What follows belongs to an exercise in optimizing a design on an open flow for small area; a production flow would make more cautious choices.
The RTL was checked by simulation tests, not by an equivalence proof against the original design.
No activity file was given, so power comes from the tool's default toggle rates.

**flow/design.v**
```verilog
`timescale 1ns / 1ps
module CandyCrush_Simple(
      Clk, Reset, BtnC, BtnL, BtnR, BtnU, BtnD,
      ColorXY,
		Enable,
      rewriteX, rewriteY, X, Y, swapX, swapY,
      randFlag, swapFlag,
      stateNum
    );
input BtnC, BtnL, BtnR, BtnU, BtnD, Clk, Reset;
input [2:0] ColorXY;                                
input Enable;                                       
output reg [2:0] rewriteX, rewriteY;                
output reg [2:0] X, Y; 
output reg [2:0] swapX, swapY;                      
output reg randFlag, swapFlag;                      
output reg [3:0] stateNum;
reg [2:0] columnSlidesCount [7:0];                  
reg [2:0] columnSlidesStart [7:0];                  
reg [2:0] colorSaved;                               
reg [2:0] firstX, firstY;                           
reg UpFlag, DownFlag, RightFlag, LeftFlag;          
reg firstSlidedFlag;                                
reg [12:0] state;                                   
reg [3:0] indexCtr, slidesCtr;                      
localparam
InitialVar = 13'b0000000000001,
SelectFirst = 13'b0000000000010,
SelectSecond = 13'b0000000000100,
SwapColor = 13'b0000000001000,
CheckAround = 13'b0000000010000,
UpCheck = 13'b0000000100000,
DownCheck = 13'b0000001000000,
RightCheck = 13'b0000010000000,
LeftCheck = 13'b0000100000000,
ColumnCheck = 13'b0001000000000,
SlideDown = 13'b0010000000000,
FillRand = 13'b0100000000000,
ResetValues = 13'b1000000000000;
always @(posedge Clk)
begin 
   case(state)
       InitialVar:    stateNum = 4'b0001;
       SelectFirst:   stateNum = 4'b0010;
       SelectSecond:  stateNum = 4'b0011;
       SwapColor:    stateNum = 4'b0100;
       CheckAround:    stateNum = 4'b0101;
       UpCheck:       stateNum = 4'b0110;
       DownCheck:     stateNum = 4'b0111;
       RightCheck:    stateNum = 4'b1000;
       LeftCheck:     stateNum = 4'b1001;
       ColumnCheck:    stateNum = 4'b1010;
       SlideDown:   stateNum = 4'b1011;
       FillRand:     stateNum = 4'b1100;
       ResetValues:     stateNum = 4'b1101;
    endcase
end
always @(posedge Clk)
begin
     if (Reset)
     begin
        state <= InitialVar;
        X <= 3'b000;
        Y <= 3'b000;
        firstX <= 3'b000;
        firstY <= 3'b000;
        UpFlag <= 1'b0;
        DownFlag <= 1'b0;
        RightFlag <= 1'b0;
        LeftFlag <= 1'b0;
        firstSlidedFlag <= 1'b0;
        rewriteX <= 3'b000;
        rewriteY <= 3'b000;
        swapX <= 3'b000;
        swapY <= 3'b000;
        randFlag <= 1'b0;
        swapFlag <= 1'b0;
        colorSaved <= 3'b000;
        indexCtr <= 4'b0000;
     end
     else if (Enable)
     begin
        case (state)
        InitialVar:
        begin
          state <= SelectFirst;
          X <= 3;
          Y <= 3;
          firstX <= 3'b000;
          firstY <= 3'b000;
          rewriteX <= 3'b000;
          rewriteY <= 3'b000;
          swapX <= 3'b000;
          swapY <= 3'b000;
          colorSaved <= 3'b000;
          columnSlidesCount[0] <= 3'b000; 
		  columnSlidesCount[1] <= 3'b000;
		  columnSlidesCount[2] <= 3'b000;
		  columnSlidesCount[3] <= 3'b000;
		  columnSlidesCount[4] <= 3'b000;
		  columnSlidesCount[5] <= 3'b000;
		  columnSlidesCount[6] <= 3'b000;
		  columnSlidesCount[7] <= 3'b000;
		  columnSlidesStart[0] <= 3'b000;
		  columnSlidesStart[1] <= 3'b000;
		  columnSlidesStart[2] <= 3'b000;
		  columnSlidesStart[3] <= 3'b000;
		  columnSlidesStart[4] <= 3'b000;
		  columnSlidesStart[5] <= 3'b000;
		  columnSlidesStart[6] <= 3'b000;
		  columnSlidesStart[7] <= 3'b000;
        end
        SelectFirst:
        begin
          if (BtnC)
          begin
             state <= SelectSecond;
             firstX <= X;
             firstY <= Y;
             colorSaved <= ColorXY;
          end
          else if (BtnU)
          begin
             if (Y > 0)
                Y <= Y - 1;
          end
          else if (BtnD)
          begin
             if (Y < 7)
                Y <= Y + 1;
          end
          else if (BtnR)
          begin
             if (X < 7)
                X <= X + 1;
          end
          else if (BtnL)
             if (X > 0)
                X <= X - 1;
          begin
          end
        end
        SelectSecond:
        begin
          if (BtnU|BtnD|BtnR|BtnL)
          begin
             state <= SwapColor;
             swapX <= firstX;
             swapY <= firstY;
             swapFlag <= 1;     
             if (BtnU)
             begin
               if (Y > 0)
                  Y <= Y - 1;
             end
             else if (BtnD)
             begin
			   if (Y < 7)
				  Y <= Y + 1;
             end
             else if (BtnR)
             begin
               if (X < 7)
                  X <= X + 1;
             end
             else if (BtnL)
               if (X > 0)
                  X <= X - 1;
             begin
             end
          end
        end
        SwapColor:
        begin
           state <= CheckAround;
           swapFlag <= 0;
           firstX <= X;
           firstY <= Y;
        end
        CheckAround:
        begin
           if (!UpFlag)
           begin
              UpFlag <= 1;
              if (Y > 0)
              begin
                 state <= UpCheck;
                 Y <= Y - 1;
              end
           end
           else if (!DownFlag)
           begin
              DownFlag <= 1;
              if (Y < 7)
              begin
                 state <= DownCheck;
                 Y <= Y + 1;
              end
           end
           else if (!RightFlag)
           begin
              RightFlag <= 1;
              if (X < 7)
              begin
                 state <= RightCheck;
                 X <= X + 1;
              end
           end
           else if (!LeftFlag)
           begin
              LeftFlag <= 1;
              if (X > 0)
                 state <= LeftCheck;
                 X <= X - 1;
           end
           else
           begin 
              state <= ColumnCheck;
              if (firstSlidedFlag)
              begin
                 columnSlidesCount[firstX] <= columnSlidesCount[firstX] + 1;
                 if (columnSlidesStart[firstX] < firstY)
                     columnSlidesStart[firstX] <= firstY;
              end
           end
        end
        UpCheck:
        begin
            if (ColorXY == colorSaved)
            begin
               firstSlidedFlag <= 1;
               columnSlidesCount[firstX] <= columnSlidesCount[firstX] + 1;
               if (columnSlidesStart[firstX] < Y)
                   columnSlidesStart[firstX] <= Y;
               if (Y > 0)
                  Y <= Y - 1;
               else
               begin
                  state <= CheckAround;
                  Y <= firstY;
               end
            end
            else
            begin
               state <= CheckAround;
               Y <= firstY;
            end
        end
        DownCheck:
        begin
            if (ColorXY == colorSaved)
            begin
               firstSlidedFlag <= 1;
               columnSlidesCount[firstX] <= columnSlidesCount[firstX] + 1;
               columnSlidesStart[firstX] <= Y;
               if (Y < 7)
                  Y <= Y + 1;
               else
               begin
                  state <= CheckAround;
                  Y <= firstY;
               end
            end
            else
            begin
               state <= CheckAround;
               Y <= firstY;
            end
        end
        RightCheck:
        begin
            if (ColorXY == colorSaved)
            begin
                firstSlidedFlag <= 1;
                columnSlidesCount[X] <= columnSlidesCount[X] + 1;
                columnSlidesStart[X] <= firstY;
                if (X < 7)
                   X <= X + 1;
                else
                begin
                  state <= CheckAround;
                  X <= firstX;
                end
            end
            else
            begin
               state <= CheckAround;
               X <= firstX;
            end
        end
        LeftCheck:
        begin
            if (ColorXY == colorSaved)
            begin
               firstSlidedFlag <= 1;
               columnSlidesCount[X] <= columnSlidesCount[X] + 1;
               columnSlidesStart[X] <= firstY;
               if (X > 0)
                  X <= X - 1;
               else
               begin
                  state <= CheckAround;
                  X <= firstX;
               end
            end
            else
            begin
              state <= CheckAround;
              X <= firstX;
            end
        end
        ColumnCheck:
        begin
           if (indexCtr == 8)
              state <= ResetValues;
           else
           begin
              if (columnSlidesCount[indexCtr] != 0)
              begin
                 state <= SlideDown;
                 swapY <= columnSlidesStart[indexCtr];
                 swapX <= indexCtr;
                 if (columnSlidesStart[indexCtr] > columnSlidesCount[indexCtr])					  
                     Y <= columnSlidesStart[indexCtr] - columnSlidesCount[indexCtr];
					  else
					      Y <= 0;
                 X <= indexCtr;
					  swapFlag <= 1;
              end
              else 
                 indexCtr <= indexCtr + 1;
           end
        end
        SlideDown:
        begin
			  if (swapY > 0)
               swapY <= swapY - 1;
			  if (Y > 0)
               Y <= Y - 1;
           if (Y == 0)
           begin
              state <= FillRand;
              rewriteX <= indexCtr;
              rewriteY <= 0;
              slidesCtr <= columnSlidesCount[indexCtr] - 1;
				  swapFlag <= 0;
				  randFlag <= 1;
           end
        end
        FillRand:
        begin
           if (slidesCtr != 0)
           begin
              randFlag <= 1;
              rewriteY <= rewriteY + 1;
              slidesCtr <= slidesCtr - 1;
           end
           else
           begin
              state <= ColumnCheck;
              randFlag <= 0;
              indexCtr <= indexCtr + 1;
           end
        end
        ResetValues:
        begin
           state <= SelectFirst;
           X <= firstX;
           Y <= firstY;
           colorSaved <= 3'b000;
           rewriteX <= 3'b000;
           rewriteY <= 3'b000;
           swapX <= 3'b000;
           swapY <= 3'b000;
		   columnSlidesCount[0] <= 3'b000; 
		   columnSlidesCount[1] <= 3'b000;
		   columnSlidesCount[2] <= 3'b000;
		   columnSlidesCount[3] <= 3'b000;
		   columnSlidesCount[4] <= 3'b000;
		   columnSlidesCount[5] <= 3'b000;
		   columnSlidesCount[6] <= 3'b000;
		   columnSlidesCount[7] <= 3'b000;
		   columnSlidesStart[0] <= 3'b000;
		   columnSlidesStart[1] <= 3'b000;
		   columnSlidesStart[2] <= 3'b000;
		   columnSlidesStart[3] <= 3'b000;
		   columnSlidesStart[4] <= 3'b000;
		   columnSlidesStart[5] <= 3'b000;
		   columnSlidesStart[6] <= 3'b000;
		   columnSlidesStart[7] <= 3'b000;
		   UpFlag <= 0;
		   DownFlag <= 0;
		   RightFlag <= 0;
		   LeftFlag <= 0;
		   firstSlidedFlag <= 0;
		   indexCtr <= 0;
		   slidesCtr <= 0;
        end
       endcase
     end
end
endmodule
```
**flow/config.mk**
```make
export PLATFORM = sky130hd
export DESIGN_NAME = CandyCrush_Simple
export DESIGN_NICKNAME = CandyCrush_Simple
export VERILOG_FILES = /design/flow/design.v
export SDC_FILE = /design/flow/constraint.sdc
export NUM_CORES = 4
export LEC_CHECK = 0
export CAP_MARGIN = 20
export CORE_MARGIN = 2
export CORE_UTILIZATION = 40
export SLEW_MARGIN = 20
```
**flow/constraint.sdc**
```tcl
create_clock -name core_clock -period 6.0 [get_ports {Clk}]
set_input_delay 1.2000 -clock core_clock [delete_from_list [all_inputs] [get_ports {Clk}]]
set_output_delay 1.2000 -clock core_clock [all_outputs]
set_load 0.01 [all_outputs]
```
**flow/run.sh**
```bash
#!/bin/bash
# synth_recipe.tcl (not shown) runs the flow's synth.tcl, then flattens the netlist and writes it again
# the make line also repeats each setting of config.mk as NAME=value (left out here)
make -C /OpenROAD-flow-scripts/flow DESIGN_CONFIG=/design/flow/config.mk WORK_HOME=/design/flow/orfs CLKGATE_MAP_FILE= SYNTH_SCRIPT=/design/flow/synth_recipe.tcl finish
```
==> notes.md <==
## how the worst min path moves through the flow
stage	slack, ps	endpoint
after floorplan	440	firstSlidedFlag$_SDFFE_PP0P_
after global routing	500	rewriteX[0]$_SDFFE_PP0P_
final	460	swapX[0]$_SDFFE_PP0P_
after CTS	460	swapX[0]$_SDFFE_PP0P_
after global placement	450	swapX[0]$_SDFFE_PP0P_
after detailed placement	450	swapX[0]$_SDFFE_PP0P_
## logic make-up after synthesis
kind of cell / after synthesis
AO/OA/AOI/OAI: 181
XOR/XNOR: 16
adder cells (fa/ha/maj): 21
buffers and inverters: 80
flip-flops: 116
multiplexers: 60
AND/OR/NAND/NOR: 361
## synthesized netlist by cell type (12+ instances only)
cell,instances,area [sq um]
nor2_1,109,409
nand2b_1,14,87.6
a21oi_1,43,215
nor3_1,21,105
nand2_1,61,229
a211oi_1,13,97.6
buf_2,12,60.1
mux4_2,29,653
clkbuf_1,37,139
nand4_1,20,125
o21ai_0,36,180
nor4_1,14,87.6
o21ai_1,15,75.1
dfxtp_1,60,1200
ha_1,20,250
mux2i_1,24,240
nand3_1,44,220
inv_1,22,82.6
edfxtp_1,56,1680
## layout by cell type (no fill, tap or decap), types with 6 or more instances in the layout
cell	instances
a22oi_1	6
nor4_1	13
clkbuf_16	17
mux4_2	29
nand3_1	44
nor3_1	21
nor2b_1	11
buf_4	12
clkdlybuf4s50_1	33
mux2i_1	24
nand4_1	20
a31oi_1	7
nand2_1	61
nor4b_1	8
ha_1	20
nand2b_1	14
edfxtp_1	56
nor4_2	7
a21oi_1	43
o21ai_1	14
mux2_2	7
a211oi_1	13
xnor2_1	11
inv_1	22
nor2_1	109
or4_1	9
o21ai_0	36
dfxtp_1	60
a311oi_1	6
## worst max-delay path: stages, from the launching register on
cell,delay [ps]
dfxtp_1,810
mux4_2,590
mux2_2,300
ha_1,270
o21ai_0,150
a31oi_1,80
or4b_1,510
a211oi_2,470
mux2i_1,800
nor2_1,100
## layer usage
metal | wire (um) | track usage [%]
met2 | 11200 | 38.3
met3 | 1750 | 4.50
met4 | 601 | 8.72
met5 | 0 | 0
met1 | 10000 | 32.2
## power groups by stage
stage                     Sequential [mW]  Clock [mW]  Combinational, mW
after floorplan                     0.968           0              0.482
after global placement               1.02           0              0.636
after detailed placement             1.02           0              0.637
after CTS                            1.01        1.07              0.642
after global routing                 1.02        1.10              0.704
final                                1.01        1.06              0.648
## registers in the layout, indices dropped and copies added, names as in the netlist, named ones only
| register | count |
|---|---|
| swapFlag | 1 |
| firstX | 3 |
| rewriteY | 3 |
| rewriteX | 3 |
| swapX | 3 |
| state | 13 |
| UpFlag | 1 |
| columnSlidesCount | 24 |
| slidesCtr | 4 |
| swapY | 3 |
| RightFlag | 1 |
| firstSlidedFlag | 1 |
| stateNum | 4 |
| columnSlidesStart | 24 |
| LeftFlag | 1 |
| indexCtr | 4 |
| DownFlag | 1 |
| firstY | 3 |
| X | 3 |
| colorSaved | 3 |
| randFlag | 1 |
| Y | 3 |
## stage by stage
stage | hold WS [ps] | instances | util [%] | setup WS (ps) | cell area [sq um]
after floorplan | 436 | 835 | - | 2210 | 7780
after global placement | 447 | 1083 | 43.8 | 1600 | 8270
after detailed placement | 454 | 1083 | 43.8 | 1490 | 8270
after CTS | 462 | 1115 | 47.0 | 1590 | 8870
after global routing | 498 | 1115 | 47.0 | 1370 | 8870
final | 457 | 1115 | 47.0 | 1610 | 8870
## final cells by class
type | instances | area, sq um | area share (%)
flip-flops and latches | 116 | 2880 | 32.5
inverters | 22 | 82.6 | 0.930
repair buffers | 46 | 425 | 4.79
well taps | 260 | 325 | 3.67
clock buffers | 17 | 425 | 4.79
multi-input cells | 639 | 4550 | 51.3
clock inverters | 15 | 179 | 2.02
==> notes.md <==
Distinct cells, synth: 79
CTS tree: done
Fillers: 1838
Total GRT Usage: 23.9%
Layout cell share with drive strength beyond 1: 13.8%
Hpwl dp: 17000 um
Critical path class: flip-flop to flip-flop
Port buffer count: 34
Xor-xnor portion of the synthesized cell area: 1.80%
Antenna cell count: 0
Synthesized area per cell: 9.31 sq um
Longest Clk Path Bufs: 2
Pint: 1.83 mW
Via/cell ratio: 6.14
Sequential area share after synthesis: 37.1%
Number of global-route vias before repair: 6466
Gates resized, CTS repair: 0
Starting DRT DRC Count: 635
Largest family of logic cells by synthesized area: simple AND/OR/NAND/NOR gates
Switching part of the total: 32.6%
Post-Syn Area: 7780 sq um
DRT Pass-1 Iters: 7
RSZ-0062 raised after global routing: false
Die W: 143 um
Endpoints failing hold: 0
Measured slew at the worst slew-check pin: 1180 ps
Slew margin rel.: 20.7%
Period minus WS final: 4390 ps
H-tree depth: 4
CP max FO: 11
F_max: 0.228 GHz
Yosys warning total: 1
Outcome: complete, no violations
Hold Path Class: flip-flop to flip-flop
Min-Delay Startpoint: swapX[0]$_SDFFE_PP0P_
Clock power frac: 38.9%
Worst Setup End Kind: flip-flop
Reg clk slew, reported paths: 60 ps
CP Capture Point: columnSlidesStart[4][0]$_SDFFCE_PN0P_
Synth Area in Adders: 3.48%
Initial core utilization: 41.2%
Async SR Flop Fraction: 0%
Period utilization: 73.2%
Detailed-route wire length: 23600 um
Postcts setup bufs: 0
TritonCTS Buffers: 17
Largest net degree at the start of global routing: 50
Leak: 2.97 nW
DIE AREA: 20600 sq um
Hold Path Stages: 2
Area growth, synth to finish: 14.1%
# IOs: 35
RR Endpoint: columnSlidesStart[4][0]$_SDFFCE_PN0P_
PwrDens: 306 nW/um^2
Final antenna-violating net count: 0
R2r worst-path depth: 9
Nets: 874
Post-Synthesis Cells: 835
Max cap viols: 0
CP startpoint kind: flip-flop
Hold Buf Count CTS: 0
Arr. time, crit path: 4540 ps
Power, Total: 2.71 mW
Comb power frac: 23.9%
Synth Register Bits: 116
Peak VDD IR: 0.000202 V
Number of synthesized flops with an enable pin: 56
Core box area: 18900 sq um
Synth Area in Simple Gates: 25.4%
Clk Latency, worst-skew pair: 430 ps
Final GP Congestion: 0.937
Flop pwr share: 37.2%
Clk_skew: 10.8 ps
WP data required: 6150 ps
Root Buffer Master: clkbuf_16
Setup TNS: 0 ps
Final setup violation count: 0
Gr ovfl total: 0
Clk sink count: 116
Wire per inst: 21.1 um
P_sw: 0.884 mW
First-pass GRT wire length: 37300 um
Final slew viol count: 0
Mux contribution to synthesized area: 12.5%
Drc violations: 0
Vias post-DR: 6851
Synth Area in Compound Gates: 15.3%
Flop-to-flop setup slack: 1610 ps
Die height: 143 um
FP Rows: 50
Ys flop type: dfxtp_1
Syn nets: 867
Antenna violations before repair: 0

## separate check: timing with driven ports
No port has a modelled driver above. Below, the same layout with a new extraction and two added sets of constraints.
Step 1, drivers: a clkbuf_16 drives Clk and a buf_2 each remaining input, both assumed.
Step 2 times the ports against the registers' clock, not the clock port: input delays grow and output delays shrink by t, the midpoint of the rising clock arrivals with the driver on.
Slacks: ideal ports / drivers / drivers and shift; pairs: ideal ports / drivers.
t (ns): 0.474
slack for setup (ns): 1.610 / 1.610 / 1.458
clock arrival spread, ns: 0.011 / 0.011
slew at the worst register clock pin (ns): 0.06 / 0.06
After both steps this run still meets setup and hold. For this run, drivers alone change the setup slack by 0.000 ns; drivers and shift together by -0.152 ns.
